Background: an optimization exercise with open tools, aiming at small area. Do not read the settings as production practice.
Function was checked by simulation only, so behaviour that the tests miss may differ from the original.
Power is estimated from default activity; no workload was simulated.

### design.v
module Brick_Escape
	(
		CLOCK_50,
		rst,
		KEY,
		SW,
		HEX0,
		HEX1,
		HEX2,
		HEX3,
		HEX4,
		HEX5,
		HEX6,
		HEX7,
		fb_x,
		fb_y,
		fb_colour
	);
	input			CLOCK_50;
	input			rst;
	input   [9:0]   SW;
	input   [3:0]   KEY;
	output  [7:0]   HEX0;
	output  [7:0]   HEX1;
	output  [7:0]   HEX2;
	output  [7:0]   HEX3;
	output  [7:0]   HEX4;
	output  [7:0]   HEX5;
	output  [7:0]   HEX6;
	output  [7:0]   HEX7;
	output  [6:0]   fb_x;
	output  [6:0]   fb_y;
	output  [2:0]   fb_colour;
	wire clk = CLOCK_50;
	wire resetn = ~SW[0];
	reg [9:0] rcnt;
	reg update;
	always @(posedge clk)
		if (rst) begin rcnt <= 10'd0; update <= 1'b0; end
		else begin rcnt <= rcnt + 1'b1; update <= (rcnt == 10'd1023); end
	reg [6:0] playerx, playery;
	reg collided, wonGame, clear_screen;
	always @(posedge clk)
		if (rst || collided || ~resetn || wonGame) begin
			playerx <= 7'd15;
			playery <= 7'd2;
		end else if (update) begin
			playerx <= playerx - {6'd0, ~KEY[3]} + {6'd0, ~KEY[0]};
			playery <= playery - {6'd0, ~KEY[2]} + {6'd0, ~KEY[1]};
		end
	wire [49:0] tri_all;
	EnemyPhase phase(clk, rst, update, resetn, tri_all);
	reg [6:0] enemyIterator;
	reg [6:0] collisionIterator;
	wire [6:0] enemyx, enemyy, collisionx, collisiony;
	EnemyRead rd_draw(enemyIterator, tri_all, enemyx, enemyy);
	EnemyRead rd_coll(collisionIterator, tri_all, collisionx, collisiony);
	wire [6:0] px = playerx, py = playery;
	wire on_path =
			((7'd11 <= px && px <= 7'd21) && (py <= 7'd40)) ||
			((7'd11 <= px && px <= 7'd36) && (7'd40 <= py && py <= 7'd42)) ||
			((7'd26 <= px && px <= 7'd36) && (7'd10 <= py && py <= 7'd42)) ||
			((7'd36 <= px && px <= 7'd43) && (7'd10 <= py && py <= 7'd30)) ||
			((7'd43 <= px && px <= 7'd51) && (7'd10 <= py && py <= 7'd60)) ||
			((7'd11 <= px && px <= 7'd51) && (7'd60 <= py && py <= 7'd70)) ||
			((7'd11 <= px && px <= 7'd21) && (7'd70 <= py && py <= 7'd75)) ||
			((7'd11 <= px && px <= 7'd51) && (7'd75 <= py && py <= 7'd83)) ||
			((7'd41 <= px && px <= 7'd51) && (7'd83 <= py && py <= 7'd88)) ||
			((7'd11 <= px && px <= 7'd51) && (7'd88 <= py && py <= 7'd94)) ||
			((7'd11 <= px && px <= 7'd15) && (7'd95 <= py && py <= 7'd99)) ||
			((7'd11 <= px && px <= 7'd66) && (7'd96 <= py && py <= 7'd99)) ||
			((7'd56 <= px && px <= 7'd66) && (7'd10 <= py && py <= 7'd96)) ||
			((7'd66 <= px && px <= 7'd86) && (7'd10 <= py && py <= 7'd40)) ||
			((7'd76 <= px && px <= 7'd77) && (7'd40 <= py && py <= 7'd100)) ||
			((7'd11 <= px && px <= 7'd77) && (7'd101 <= py && py <= 7'd110)) ||
			((7'd11 <= px && px <= 7'd31) && (7'd110 <= py && py <= 7'd115)) ||
			((7'd11 <= px && px <= 7'd96) && (7'd115 <= py && py <= 7'd120)) ||
			((7'd86 <= px && px <= 7'd96) && (7'd50 <= py && py <= 7'd115)) ||
			((7'd96 <= px) && (7'd50 <= py && py <= 7'd54));
	always @(posedge clk)
		if (rst) begin
			collisionIterator <= 7'd0;
			collided <= 1'b0;
			wonGame <= 1'b0;
			clear_screen <= 1'b0;
		end else begin
			if (collisionIterator == 7'd66)
				collisionIterator <= 7'd0;
			else begin
				collisionIterator <= collisionIterator + 1'b1;
				if (px == collisionx && py == collisiony)
					collided <= 1'b1;
				else begin
					collided <= ~on_path;
					clear_screen <= ~on_path;
				end
			end
			wonGame <= (px == 7'd125) && (py > 7'd50) && (py < 7'd55);
		end
	reg [1:0] state;
	reg go_next;
	wire print_path    = (state == 2'd0);
	wire update_player = (state == 2'd1);
	wire update_enemy  = (state == 2'd2);
	wire wait_screen   = (state == 2'd3);
	always @(posedge clk)
		if (rst || ~resetn) state <= 2'd0;
		else if (go_next || wait_screen) state <= state + 1'b1;
	reg [6:0] csx, csy;
	reg cleared;
	reg [6:0] pathx, pathy;
	reg [4:0] pidx;
	reg get_new_path;
	reg [6:0] x, y;
	reg [2:0] colour;
	reg [6:0] begx, begy, endx, endy;
	always @(*) begin
		case (pidx)
			5'd0:  begin begx = 7'd10;  begy = 7'd0;   endx = 7'd20;  endy = 7'd40;  end
			5'd1:  begin begx = 7'd10;  begy = 7'd40;  endx = 7'd35;  endy = 7'd42;  end
			5'd2:  begin begx = 7'd25;  begy = 7'd10;  endx = 7'd35;  endy = 7'd42;  end
			5'd3:  begin begx = 7'd35;  begy = 7'd10;  endx = 7'd42;  endy = 7'd30;  end
			5'd4:  begin begx = 7'd42;  begy = 7'd10;  endx = 7'd50;  endy = 7'd60;  end
			5'd5:  begin begx = 7'd10;  begy = 7'd60;  endx = 7'd50;  endy = 7'd70;  end
			5'd6:  begin begx = 7'd10;  begy = 7'd70;  endx = 7'd20;  endy = 7'd75;  end
			5'd7:  begin begx = 7'd10;  begy = 7'd75;  endx = 7'd50;  endy = 7'd83;  end
			5'd8:  begin begx = 7'd40;  begy = 7'd83;  endx = 7'd50;  endy = 7'd88;  end
			5'd9:  begin begx = 7'd10;  begy = 7'd88;  endx = 7'd50;  endy = 7'd94;  end
			5'd10: begin begx = 7'd10;  begy = 7'd95;  endx = 7'd14;  endy = 7'd99;  end
			5'd11: begin begx = 7'd10;  begy = 7'd96;  endx = 7'd65;  endy = 7'd99;  end
			5'd12: begin begx = 7'd55;  begy = 7'd10;  endx = 7'd65;  endy = 7'd96;  end
			5'd13: begin begx = 7'd65;  begy = 7'd10;  endx = 7'd85;  endy = 7'd40;  end
			5'd14: begin begx = 7'd75;  begy = 7'd40;  endx = 7'd76;  endy = 7'd100; end
			5'd15: begin begx = 7'd10;  begy = 7'd101; endx = 7'd76;  endy = 7'd110; end
			5'd16: begin begx = 7'd10;  begy = 7'd110; endx = 7'd30;  endy = 7'd115; end
			5'd17: begin begx = 7'd10;  begy = 7'd115; endx = 7'd95;  endy = 7'd120; end
			5'd18: begin begx = 7'd85;  begy = 7'd50;  endx = 7'd95;  endy = 7'd115; end
			5'd19: begin begx = 7'd95;  begy = 7'd50;  endx = 7'd126; endy = 7'd54;  end
			default: begin begx = 7'd124; begy = 7'd50; endx = 7'd126; endy = 7'd54;  end
		endcase
	end
	wire clr_now = cleared & ~clear_screen;
	wire [6:0] csx1 = csx + 1'b1;
	wire row_end = (pathx > endx);
	wire path_end = (pathx == endx) && (pathy == endy);
	always @(posedge clk) begin
		if (rst) begin
			get_new_path <= 1'b1;
			go_next <= 1'b0;
			x <= 7'd15;
			y <= 7'd2;
			colour <= 3'b011;
			csx <= 7'd0;
			csy <= 7'd0;
			cleared <= 1'b0;
			pathx <= 7'd0;
			pathy <= 7'd0;
			pidx <= 5'd0;
			enemyIterator <= 7'd0;
		end else if (~resetn) begin
			go_next <= 1'b0;
			x <= 7'd15;
			y <= 7'd2;
			colour <= 3'b011;
		end else begin
			if (print_path) begin
				go_next <= 1'b0;
				cleared <= clr_now;
				if (!clr_now) begin
					x <= csx;
					y <= csy;
					colour <= 3'b000;
					if (csx1 > 7'd126) begin
						csx <= 7'd0;
						csy <= csy + 1'b1;
					end else if (csx1 == 7'd126 && csy == 7'd126) begin
						csx <= 7'd0;
						csy <= 7'd0;
						cleared <= 1'b1;
					end else
						csx <= csx1;
				end else begin
					colour <= (pidx == 5'd20) ? 3'b011 : 3'b111;
					if (get_new_path) begin
						get_new_path <= 1'b0;
						pathx <= begx + 1'b1;
						pathy <= begy;
						x <= begx + 1'b1;
						y <= begy;
					end else if (row_end) begin
						pathx <= begx + 1'b1;
						pathy <= pathy + 1'b1;
						x <= begx + 1'b1;
						y <= pathy + 1'b1;
					end else begin
						if (path_end) begin
							get_new_path <= 1'b1;
							if (pidx == 5'd20) begin
								go_next <= 1'b1;
								pidx <= 5'd0;
							end else
								pidx <= pidx + 1'b1;
						end
						pathx <= pathx + 1'b1;
						x <= pathx + 1'b1;
						y <= pathy;
					end
				end
			end
			if (update_player) begin
				x <= playerx;
				y <= playery;
				colour <= 3'b011;
				go_next <= 1'b1;
			end
			if (update_enemy) begin
				x <= enemyx;
				y <= enemyy;
				colour <= 3'b100;
				if (enemyIterator == 7'd65) begin
					go_next <= 1'b1;
					enemyIterator <= 7'd0;
				end else begin
					go_next <= 1'b0;
					enemyIterator <= enemyIterator + 1'b1;
				end
			end
			if (wait_screen)
				go_next <= 1'b1;
		end
	end
	Score score(clk, rst, resetn, collided, wonGame, HEX0, HEX1, HEX2, HEX3, HEX4, HEX5, HEX6, HEX7);
	assign fb_x = x;
	assign fb_y = y;
	assign fb_colour = colour;
endmodule
module Score(clk, rst, resetn, collided, wonGame, HEX0, HEX1, HEX2, HEX3, HEX4, HEX5, HEX6, HEX7);
	input clk, rst, resetn, collided, wonGame;
	output [7:0] HEX0, HEX1, HEX2, HEX3, HEX4, HEX5, HEX6, HEX7;
	reg [9:0] currentScore, bestScore;
	reg [3:0] d1, d2, d3, d4, h1, h2, h3, h4;
	reg highScoreExists, resetScore;
	reg [9:0] cs_n;
	reg [3:0] d1_n, d2_n, d3_n, d4_n;
	reg rs_n;
	always @(*) begin
		cs_n = currentScore; d1_n = d1; d2_n = d2; d3_n = d3; d4_n = d4; rs_n = resetScore;
		if (~resetn || resetScore) begin
			cs_n = 10'd0; d1_n = 4'd0; d2_n = 4'd0; d3_n = 4'd0; d4_n = 4'd0; rs_n = 1'b0;
		end else if (collided) begin
			cs_n = currentScore + 1'b1;
			d1_n = d1 + 1'b1;
			if (d1_n == 4'd10) begin d1_n = 4'd0; d2_n = d2 + 1'b1; end
			if (d2_n == 4'd10) begin d2_n = 4'd0; d3_n = d3 + 1'b1; end
			if (d3_n == 4'd10) begin d3_n = 4'd0; d4_n = d4 + 1'b1; end
		end
	end
	wire take = wonGame && !resetScore && (!highScoreExists || (cs_n < bestScore));
	always @(posedge clk)
		if (rst) begin
			currentScore <= 10'd0; bestScore <= 10'd0;
			d1 <= 4'd0; d2 <= 4'd0; d3 <= 4'd0; d4 <= 4'd0;
			h1 <= 4'd0; h2 <= 4'd0; h3 <= 4'd0; h4 <= 4'd0;
			highScoreExists <= 1'b0; resetScore <= 1'b0;
		end else begin
			currentScore <= cs_n;
			d1 <= d1_n; d2 <= d2_n; d3 <= d3_n; d4 <= d4_n;
			resetScore <= rs_n | take;
			if (take) begin
				h1 <= d1_n; h2 <= d2_n; h3 <= d3_n; h4 <= d4_n;
				bestScore <= cs_n;
				highScoreExists <= 1'b1;
			end
		end
	hex_display hex0(d1, HEX0);
	hex_display hex1(d2, HEX1);
	hex_display hex2(d3, HEX2);
	hex_display hex3(d4, HEX3);
	hex_display hex4(h1, HEX4);
	hex_display hex5(h2, HEX5);
	hex_display hex6(h3, HEX6);
	hex_display hex7(h4, HEX7);
endmodule
module hex_display(IN, OUT);
	input [3:0] IN;
	output reg [7:0] OUT;
	always @(*)
		case (IN)
			4'h0: OUT = 8'h40;
			4'h1: OUT = 8'h79;
			4'h2: OUT = 8'h24;
			4'h3: OUT = 8'h30;
			4'h4: OUT = 8'h19;
			4'h5: OUT = 8'h12;
			4'h6: OUT = 8'h02;
			4'h7: OUT = 8'h78;
			4'h8: OUT = 8'h00;
			4'h9: OUT = 8'h18;
			4'hA: OUT = 8'h08;
			4'hB: OUT = 8'h03;
			4'hC: OUT = 8'h46;
			4'hD: OUT = 8'h21;
			4'hE: OUT = 8'h06;
			default: OUT = 8'h0E;
		endcase
endmodule
module EnemyPhase(clk, rst, update, resetn, tri_all);
	input clk, rst, update, resetn;
	output [49:0] tri_all;
	reg einit;
	wire restart = update & (einit | ~resetn);
	wire step = update & ~einit & resetn;
	always @(posedge clk)
		if (rst) einit <= 1'b1;
		else if (update) einit <= 1'b0;
	reg [1:0] o2; reg f2;
	always @(posedge clk)
		if (rst | restart) begin o2 <= 0; f2 <= 1'b0; end
		else if (step) begin
			if (!f2) begin if (o2 == 2) begin f2 <= 1'b1; o2 <= 1; end else o2 <= o2 + 1'b1; end
			else begin if (o2 == 0) begin f2 <= 1'b0; o2 <= 1; end else o2 <= o2 - 1'b1; end
		end
	assign tri_all[4:0] = o2;
	reg [1:0] o3; reg f3;
	always @(posedge clk)
		if (rst | restart) begin o3 <= 0; f3 <= 1'b0; end
		else if (step) begin
			if (!f3) begin if (o3 == 3) begin f3 <= 1'b1; o3 <= 2; end else o3 <= o3 + 1'b1; end
			else begin if (o3 == 0) begin f3 <= 1'b0; o3 <= 1; end else o3 <= o3 - 1'b1; end
		end
	assign tri_all[9:5] = o3;
	reg [2:0] o4; reg f4;
	always @(posedge clk)
		if (rst | restart) begin o4 <= 0; f4 <= 1'b0; end
		else if (step) begin
			if (!f4) begin if (o4 == 4) begin f4 <= 1'b1; o4 <= 3; end else o4 <= o4 + 1'b1; end
			else begin if (o4 == 0) begin f4 <= 1'b0; o4 <= 1; end else o4 <= o4 - 1'b1; end
		end
	assign tri_all[14:10] = o4;
	reg [2:0] o5; reg f5;
	always @(posedge clk)
		if (rst | restart) begin o5 <= 0; f5 <= 1'b0; end
		else if (step) begin
			if (!f5) begin if (o5 == 5) begin f5 <= 1'b1; o5 <= 4; end else o5 <= o5 + 1'b1; end
			else begin if (o5 == 0) begin f5 <= 1'b0; o5 <= 1; end else o5 <= o5 - 1'b1; end
		end
	assign tri_all[19:15] = o5;
	reg [2:0] o6; reg f6;
	always @(posedge clk)
		if (rst | restart) begin o6 <= 0; f6 <= 1'b0; end
		else if (step) begin
			if (!f6) begin if (o6 == 6) begin f6 <= 1'b1; o6 <= 5; end else o6 <= o6 + 1'b1; end
			else begin if (o6 == 0) begin f6 <= 1'b0; o6 <= 1; end else o6 <= o6 - 1'b1; end
		end
	assign tri_all[24:20] = o6;
	reg [3:0] o8; reg f8;
	always @(posedge clk)
		if (rst | restart) begin o8 <= 0; f8 <= 1'b0; end
		else if (step) begin
			if (!f8) begin if (o8 == 8) begin f8 <= 1'b1; o8 <= 7; end else o8 <= o8 + 1'b1; end
			else begin if (o8 == 0) begin f8 <= 1'b0; o8 <= 1; end else o8 <= o8 - 1'b1; end
		end
	assign tri_all[29:25] = o8;
	reg [3:0] o9; reg f9;
	always @(posedge clk)
		if (rst | restart) begin o9 <= 0; f9 <= 1'b0; end
		else if (step) begin
			if (!f9) begin if (o9 == 9) begin f9 <= 1'b1; o9 <= 8; end else o9 <= o9 + 1'b1; end
			else begin if (o9 == 0) begin f9 <= 1'b0; o9 <= 1; end else o9 <= o9 - 1'b1; end
		end
	assign tri_all[34:30] = o9;
	reg [3:0] o10; reg f10;
	always @(posedge clk)
		if (rst | restart) begin o10 <= 0; f10 <= 1'b0; end
		else if (step) begin
			if (!f10) begin if (o10 == 10) begin f10 <= 1'b1; o10 <= 9; end else o10 <= o10 + 1'b1; end
			else begin if (o10 == 0) begin f10 <= 1'b0; o10 <= 1; end else o10 <= o10 - 1'b1; end
		end
	assign tri_all[39:35] = o10;
	reg [4:0] o20; reg f20;
	always @(posedge clk)
		if (rst | restart) begin o20 <= 0; f20 <= 1'b0; end
		else if (step) begin
			if (!f20) begin if (o20 == 20) begin f20 <= 1'b1; o20 <= 19; end else o20 <= o20 + 1'b1; end
			else begin if (o20 == 0) begin f20 <= 1'b0; o20 <= 1; end else o20 <= o20 - 1'b1; end
		end
	assign tri_all[44:40] = o20;
	reg [4:0] o25; reg f25;
	always @(posedge clk)
		if (rst | restart) begin o25 <= 0; f25 <= 1'b0; end
		else if (step) begin
			if (!f25) begin if (o25 == 25) begin f25 <= 1'b1; o25 <= 24; end else o25 <= o25 + 1'b1; end
			else begin if (o25 == 0) begin f25 <= 1'b0; o25 <= 1; end else o25 <= o25 - 1'b1; end
		end
	assign tri_all[49:45] = o25;
endmodule
module EnemyRead(idx, tri_all, ex, ey);
	input [6:0] idx;
	input [49:0] tri_all;
	output [6:0] ex, ey;
	reg ax, sg; reg [3:0] g; reg [6:0] base, fix;
	always @(*) begin
		case (idx)
			7'd0: begin ax = 1'b1; sg = 1'b0; g = 4'd7; base = 7'd11; fix = 7'd5; end
			7'd1: begin ax = 1'b1; sg = 1'b1; g = 4'd7; base = 7'd21; fix = 7'd15; end
			7'd2: begin ax = 1'b1; sg = 1'b0; g = 4'd7; base = 7'd11; fix = 7'd10; end
			7'd3: begin ax = 1'b1; sg = 1'b1; g = 4'd7; base = 7'd21; fix = 7'd20; end
			7'd4: begin ax = 1'b1; sg = 1'b0; g = 4'd7; base = 7'd11; fix = 7'd30; end
			7'd5: begin ax = 1'b1; sg = 1'b1; g = 4'd7; base = 7'd21; fix = 7'd35; end
			7'd6: begin ax = 1'b1; sg = 1'b0; g = 4'd7; base = 7'd41; fix = 7'd85; end
			7'd7: begin ax = 1'b1; sg = 1'b0; g = 4'd9; base = 7'd11; fix = 7'd41; end
			7'd8: begin ax = 1'b0; sg = 1'b0; g = 4'd0; base = 7'd40; fix = 7'd23; end
			7'd9: begin ax = 1'b0; sg = 1'b0; g = 4'd8; base = 7'd10; fix = 7'd38; end
			7'd10: begin ax = 1'b1; sg = 1'b0; g = 4'd5; base = 7'd43; fix = 7'd31; end
			7'd11: begin ax = 1'b1; sg = 1'b1; g = 4'd5; base = 7'd51; fix = 7'd41; end
			7'd12: begin ax = 1'b1; sg = 1'b0; g = 4'd5; base = 7'd43; fix = 7'd51; end
			7'd13: begin ax = 1'b1; sg = 1'b1; g = 4'd5; base = 7'd51; fix = 7'd59; end
			7'd14: begin ax = 1'b0; sg = 1'b0; g = 4'd7; base = 7'd60; fix = 7'd40; end
			7'd15: begin ax = 1'b0; sg = 1'b1; g = 4'd7; base = 7'd70; fix = 7'd35; end
			7'd16: begin ax = 1'b0; sg = 1'b0; g = 4'd7; base = 7'd60; fix = 7'd30; end
			7'd17: begin ax = 1'b0; sg = 1'b1; g = 4'd7; base = 7'd70; fix = 7'd25; end
			7'd18: begin ax = 1'b0; sg = 1'b0; g = 4'd7; base = 7'd60; fix = 7'd15; end
			7'd19: begin ax = 1'b1; sg = 1'b0; g = 4'd7; base = 7'd11; fix = 7'd72; end
			7'd20: begin ax = 1'b0; sg = 1'b0; g = 4'd5; base = 7'd75; fix = 7'd30; end
			7'd21: begin ax = 1'b0; sg = 1'b1; g = 4'd5; base = 7'd83; fix = 7'd38; end
			7'd22: begin ax = 1'b0; sg = 1'b0; g = 4'd4; base = 7'd88; fix = 7'd35; end
			7'd23: begin ax = 1'b0; sg = 1'b0; g = 4'd4; base = 7'd88; fix = 7'd19; end
			7'd24: begin ax = 1'b0; sg = 1'b1; g = 4'd1; base = 7'd99; fix = 7'd20; end
			7'd25: begin ax = 1'b0; sg = 1'b0; g = 4'd1; base = 7'd96; fix = 7'd23; end
			7'd26: begin ax = 1'b0; sg = 1'b1; g = 4'd1; base = 7'd99; fix = 7'd26; end
			7'd27: begin ax = 1'b0; sg = 1'b0; g = 4'd1; base = 7'd96; fix = 7'd29; end
			7'd28: begin ax = 1'b0; sg = 1'b1; g = 4'd1; base = 7'd99; fix = 7'd32; end
			7'd29: begin ax = 1'b0; sg = 1'b0; g = 4'd1; base = 7'd96; fix = 7'd35; end
			7'd30: begin ax = 1'b0; sg = 1'b1; g = 4'd1; base = 7'd99; fix = 7'd38; end
			7'd31: begin ax = 1'b0; sg = 1'b0; g = 4'd1; base = 7'd96; fix = 7'd41; end
			7'd32: begin ax = 1'b0; sg = 1'b1; g = 4'd1; base = 7'd99; fix = 7'd44; end
			7'd33: begin ax = 1'b0; sg = 1'b0; g = 4'd1; base = 7'd96; fix = 7'd47; end
			7'd34: begin ax = 1'b1; sg = 1'b0; g = 4'd7; base = 7'd56; fix = 7'd88; end
			7'd35: begin ax = 1'b1; sg = 1'b1; g = 4'd7; base = 7'd66; fix = 7'd80; end
			7'd36: begin ax = 1'b1; sg = 1'b0; g = 4'd7; base = 7'd56; fix = 7'd70; end
			7'd37: begin ax = 1'b1; sg = 1'b1; g = 4'd7; base = 7'd66; fix = 7'd65; end
			7'd38: begin ax = 1'b1; sg = 1'b0; g = 4'd7; base = 7'd56; fix = 7'd55; end
			7'd39: begin ax = 1'b1; sg = 1'b1; g = 4'd7; base = 7'd66; fix = 7'd50; end
			7'd40: begin ax = 1'b0; sg = 1'b1; g = 4'd2; base = 7'd40; fix = 7'd76; end
			7'd41: begin ax = 1'b1; sg = 1'b0; g = 4'd4; base = 7'd73; fix = 7'd40; end
			7'd42: begin ax = 1'b0; sg = 1'b0; g = 4'd6; base = 7'd101; fix = 7'd76; end
			7'd43: begin ax = 1'b0; sg = 1'b1; g = 4'd6; base = 7'd110; fix = 7'd65; end
			7'd44: begin ax = 1'b0; sg = 1'b1; g = 4'd6; base = 7'd110; fix = 7'd60; end
			7'd45: begin ax = 1'b0; sg = 1'b1; g = 4'd6; base = 7'd110; fix = 7'd55; end
			7'd46: begin ax = 1'b0; sg = 1'b1; g = 4'd6; base = 7'd110; fix = 7'd50; end
			7'd47: begin ax = 1'b0; sg = 1'b0; g = 4'd6; base = 7'd101; fix = 7'd45; end
			7'd48: begin ax = 1'b0; sg = 1'b0; g = 4'd6; base = 7'd101; fix = 7'd40; end
			7'd49: begin ax = 1'b0; sg = 1'b0; g = 4'd6; base = 7'd101; fix = 7'd35; end
			7'd50: begin ax = 1'b0; sg = 1'b0; g = 4'd6; base = 7'd101; fix = 7'd30; end
			7'd51: begin ax = 1'b0; sg = 1'b1; g = 4'd6; base = 7'd110; fix = 7'd25; end
			7'd52: begin ax = 1'b0; sg = 1'b0; g = 4'd6; base = 7'd101; fix = 7'd20; end
			7'd53: begin ax = 1'b0; sg = 1'b1; g = 4'd6; base = 7'd110; fix = 7'd15; end
			7'd54: begin ax = 1'b0; sg = 1'b0; g = 4'd6; base = 7'd101; fix = 7'd11; end
			7'd55: begin ax = 1'b1; sg = 1'b0; g = 4'd8; base = 7'd11; fix = 7'd112; end
			7'd56: begin ax = 1'b0; sg = 1'b0; g = 4'd3; base = 7'd115; fix = 7'd35; end
			7'd57: begin ax = 1'b0; sg = 1'b0; g = 4'd3; base = 7'd115; fix = 7'd40; end
			7'd58: begin ax = 1'b0; sg = 1'b1; g = 4'd3; base = 7'd120; fix = 7'd45; end
			7'd59: begin ax = 1'b0; sg = 1'b1; g = 4'd3; base = 7'd120; fix = 7'd50; end
			7'd60: begin ax = 1'b0; sg = 1'b0; g = 4'd3; base = 7'd115; fix = 7'd55; end
			7'd61: begin ax = 1'b0; sg = 1'b0; g = 4'd3; base = 7'd115; fix = 7'd60; end
			7'd62: begin ax = 1'b0; sg = 1'b1; g = 4'd3; base = 7'd120; fix = 7'd65; end
			7'd63: begin ax = 1'b0; sg = 1'b1; g = 4'd3; base = 7'd120; fix = 7'd70; end
			7'd64: begin ax = 1'b0; sg = 1'b0; g = 4'd3; base = 7'd115; fix = 7'd75; end
			7'd65: begin ax = 1'b0; sg = 1'b0; g = 4'd3; base = 7'd115; fix = 7'd80; end
			default: begin ax = 1'b0; sg = 1'b0; g = 4'd3; base = 7'd115; fix = 7'd80; end
		endcase
	end
	wire [4:0] t = tri_all[g*5 +: 5];
	wire [6:0] mv = sg ? base - {2'b00, t} : base + {2'b00, t};
	assign ex = ax ? mv : fix;
	assign ey = ax ? fix : mv;
endmodule
### config.mk
export PLATFORM = sky130hd
export DESIGN_NAME = Brick_Escape
export DESIGN_NICKNAME = Brick_Escape
export VERILOG_FILES = /design/flow/design.v
export SDC_FILE = /design/flow/constraint.sdc
export NUM_CORES = 4
export LEC_CHECK = 0
export CAP_MARGIN = 40
export CORE_MARGIN = 2
export CORE_UTILIZATION = 40
export SLEW_MARGIN = 20
### run.sh
#!/bin/bash
# synth_recipe.tcl (not shown) runs the flow's synth.tcl, then flattens the netlist and writes it again
# the make line also repeats each setting of config.mk as NAME=value (left out here)
make -C /OpenROAD-flow-scripts/flow DESIGN_CONFIG=/design/flow/config.mk WORK_HOME=/design/flow/orfs CLKGATE_MAP_FILE= SYNTH_SCRIPT=/design/flow/synth_recipe.tcl finish
### constraint.sdc
create_clock -name core_clock -period 10.0 [get_ports {CLOCK_50}]
set_input_delay 2.0000 -clock core_clock [delete_from_list [all_inputs] [get_ports {CLOCK_50}]]
set_output_delay 2.0000 -clock core_clock [all_outputs]
set_load 0.01 [all_outputs]
==> run_results.csv <==
group,metric,value,unit
global_routing,antenna_found_initial,1,
routing,vias,23200,
pwr,p_int,0.00222,W
yosys,yosys.area.top_type_share,27.2,%
timing,rsz0062_at_grt,"false",
cts,cts_tree,"done",
final_layout,antenna_cells,0,
cts,path_clk_slew,0.06,ns
yosys,synth_ff_type,"dfxtp_1",
pwr,p_seq_share,44.1,%
pwr,p_sw_share,24.8,%
timing,fin_worst_skew,0.0345,ns
cts,clockRootBuffer,"clkbuf_16",
global_routing,grt_pass1_vias,21200,
final_layout,layout-drive-gt1-share,6.06,%
setup_path,regToRegSetupSlack,4.85,ns
die,die_height,247,um
routing,wl_per_cell,18.8,um
yosys,yosysSeqAreaShare,27.2,%
setup_path,start_kind,"primary input",
final_layout,final_cells,3883,
routing,avgViaCountPerCell,5.96,
routing,drt_iter0_drc,2188,
final_layout,largestRegisters,"rcnt: 10 flops, score.bestScore: 10 flops, score.currentScore: 10 flops",
setup_path,cp.arrival,6.88,ns
routing,drtAntennaViolNets,0,
routing,dr_wl_met2,34200,um
die,initial_utilization,40.7,%
run_status,status,"complete, no violations",
worst_hold_path,hp-class,"reg -> reg",
routing,drtPass1Iterations,7,
yosys,ys_types,114,
pwr,power_frac_comb,7.2,%
final_layout,nFillCells,5766,
global_routing,grt_max_degree,66,
yosys,synth_cells,3120,
timing,final.setup.tns,0,ns
routing,wl_met3,4530,um
cts,cts_setup_buffers,0,
final_layout,fin_nets,3302,
placed_design,io_buffers,79,
cts,cts_max_path_buffers,3,
cts,clock-sinks,320,
routing,drt-met1-wl,32200,um
final_layout,final_cell_mix,"332 x nor2_1, 329 x nand2_1, 320 x dfxtp_1",
setup_path,crit_slowest_cell,"clkdlybuf4s50_1",
setup_path,cp_max_fo,39,
yosys,synth_area,0.0236,sq mm
global_routing,grt_pass1_wl,115000,um
global_routing,groute.usage.overall,23.2,%
timing,setup_viol,0,
routing,drt-total-wl,73100,um
die,die_w,247,um
yosys,synth_edf_count,0,
die,rows,88,
yosys,avgSynthCellArea,7.55,sq um
cts,cts_hold_buffers,0,
cts,ctsResizeCount,0,
routing,top_layer,"met5",
cts,clkLatencyLatePin,0.57,ns
pwr,pwr_density_cell,113,mW/mm^2
timing,fmax,157,MHz
final_layout,syn_to_final_growth,10.9,%
placed_design,dp_hpwl,52100,um
placed_design,dp.cells,3806,
setup_path,crit_chain,"clkdlybuf4s50_1 -> or2_2 -> nor2_1 -> ha_1 -> a211oi_1 -> a21oi_1 -> a31oi_1 -> a22o_1 -> buf_4 -> mux2i_1 -> nor2_1 -> inv_1 -> ha_1 -> and3_1 -> a2111oi_0 -> a21o_1",
timing,fin_crit,6.38,ns
setup_path,slowest_delay,0.84,ns
die,die_area,0.0609,sq mm
run,drv_cap,0,
timing,hold_viol_final,0,
pwr,p_switching,0.000733,W
cts,htree_levels,2,
pwr,power_frac_clock,48.6,%
yosys,synth_warnings,5,
setup_path,worst_ep_required_time,10.51,ns
yosys,yosys_register_bits,320,
setup_path,worstSetupPathType,"in -> reg",
yosys,async_flop_share,0,%
cts,cts_buffers,39,
yosys,synth_area_leaders,"dfxtp_1 27%, ha_1 10%, nor2_1 5.3%",
yosys,netlist.top_cell.by_area,"dfxtp_1",
placed_design,place_congestion,0.976,
timing,slew_headroom,40.6,%
final_layout,final_common_cell,"nor2_1",
timing,drv_slew,0,
timing,tightest_slew,0.887,ns
pwr,leakage,10.1,nW
timing,post-route-period-util,63.8,%
routing,drc,0,
pwr,vdd_drop_max,96.4,uV
global_routing,overflow,0,
die,core-area,0.0579,sq mm
die,ioPinCount,97,
setup_path,worst_setup_path_end_kind,"flip-flop",
## power groups by stage
stage | combinational [W] | sequential (W) | clock, W
after floorplan | 0.000155 | 0.00132 | 0
after global placement | 0.000206 | 0.00133 | 0
after detailed placement | 0.000209 | 0.00133 | 0
after CTS | 0.000210 | 0.00130 | 0.00148
after global routing | 0.000235 | 0.00131 | 0.00153
final | 0.000214 | 0.00130 | 0.00144
## worst paths after layout
| path | from | cells after the start | to |
|---|---|---|---|
| worst max-delay path | SW[0] | 16 | HEX4[3] |
| worst min register to register | rcnt[0] | 1 | rcnt[0] |
| worst max register to register | rd_coll.g[0] | 17 | clear_screen |
| worst min-delay path | rcnt[0] | 1 | rcnt[0] |
## cells in the mapped netlist (all sizes together), types with 12 or more instances
library cell and count:
buf 47, a31oi 66, nand2b 41, a22oi 23, xnor2 58, nand3 110, nand4 35, clkbuf 153
nor3 78, ha 195, a311oi 13, o22ai 49, dfxtp 320, nand2 330, a21oi 241, or2 14
o31ai 12, or3 22, and3 19, a211oi 40, o211ai 34, mux2i 71, o21ai 240, inv 178
nor2b 27, nor4 17, a21o 22, nor2 338, a221oi 19, xor2 53
## critical path, delay by kind of cell
| kind | cells | cell delay [ns] |
|---|---|---|
| buf+inv | 3 | 1.38 |
| simple gates | 4 | 1.40 |
| compound gates | 6 | 1.16 |
| fa+ha+maj | 2 | 0.74 |
| mux | 1 | 0.17 |
## final cells by class
type                            count  area, sq um  share of cell area, %
Timing Repair Buffer              119         1100                   4.23
Clock inverter                     17          180                  0.690
Inverter                          184          698                   2.67
Multi-Input combinational cell   2423        15700                   59.9
Tap cell                          765          957                   3.66
Sequential cell                   320         6410                   24.5
Clock buffer                       55         1120                   4.28
## kinds of logic (layout without fill, tap and decap cells)
group           count (synthesis)  after routing  share of synthesized area (%)
compound gates                922            922                           25.2
xor+xnor                      112            112                           4.25
fa+ha+maj                     199            199                           10.7
buf+inv                       384            375                           6.53
flops                         320            320                           27.2
mux                            92             92                           4.56
other cells                     1              8                         0.0159
simple gates                 1090           1090                           21.5
## metrics by stage
step	hold WS, ns	worst slack (ns)	utilization (%)	cell area, sq um	total power [W]
after CTS	0.439	3.61	45.0	26100	0.00299
after global placement	0.415	3.09	42.7	24700	0.00154
after floorplan	0.402	3.92	-	23600	0.00148
final	0.440	3.62	45.1	26100	0.00296
after global routing	0.457	3.12	45.1	26100	0.00307
after detailed placement	0.425	3.01	42.8	24800	0.00154
## metal layers
metal	vias to the layer above	global-route usage [%]
met2	920	38.7
met4	2	7.55
met5	-	0
li1	11100	-
met3	154	2.83
met1	11000	31.0

[re-timing with driven ports]
No port has a modelled driver above. Below, the same layout with a new extraction and two added sets of constraints.
Step 1 (the two cells are an assumption about what drives the block):
set clk [get_ports {CLOCK_50}]
set_driving_cell -lib_cell sky130_fd_sc_hd__clkbuf_16 $clk
set_driving_cell -lib_cell sky130_fd_sc_hd__buf_2 [delete_from_list [all_inputs] $clk]
Step 2 moves the port delays by t, midway between the first and last clock arrival at a register: inputs arrive t later, outputs are due t later. That takes back most of the time a late clock gives input paths.
a / b / c = no drivers / after step 1 / after step 2; a / b = the first two.
shift t [ns]: 0.611
slack for setup (ns): 3.623 / 3.659 / 3.049
latest minus earliest clock arrival (ns): 0.034 / 0.035
cell pins on the clock port's net: 1
After both steps setup and hold are still met in this run. The setup slack of this run moves by +0.036 ns with the drivers and by -0.574 ns with both steps.
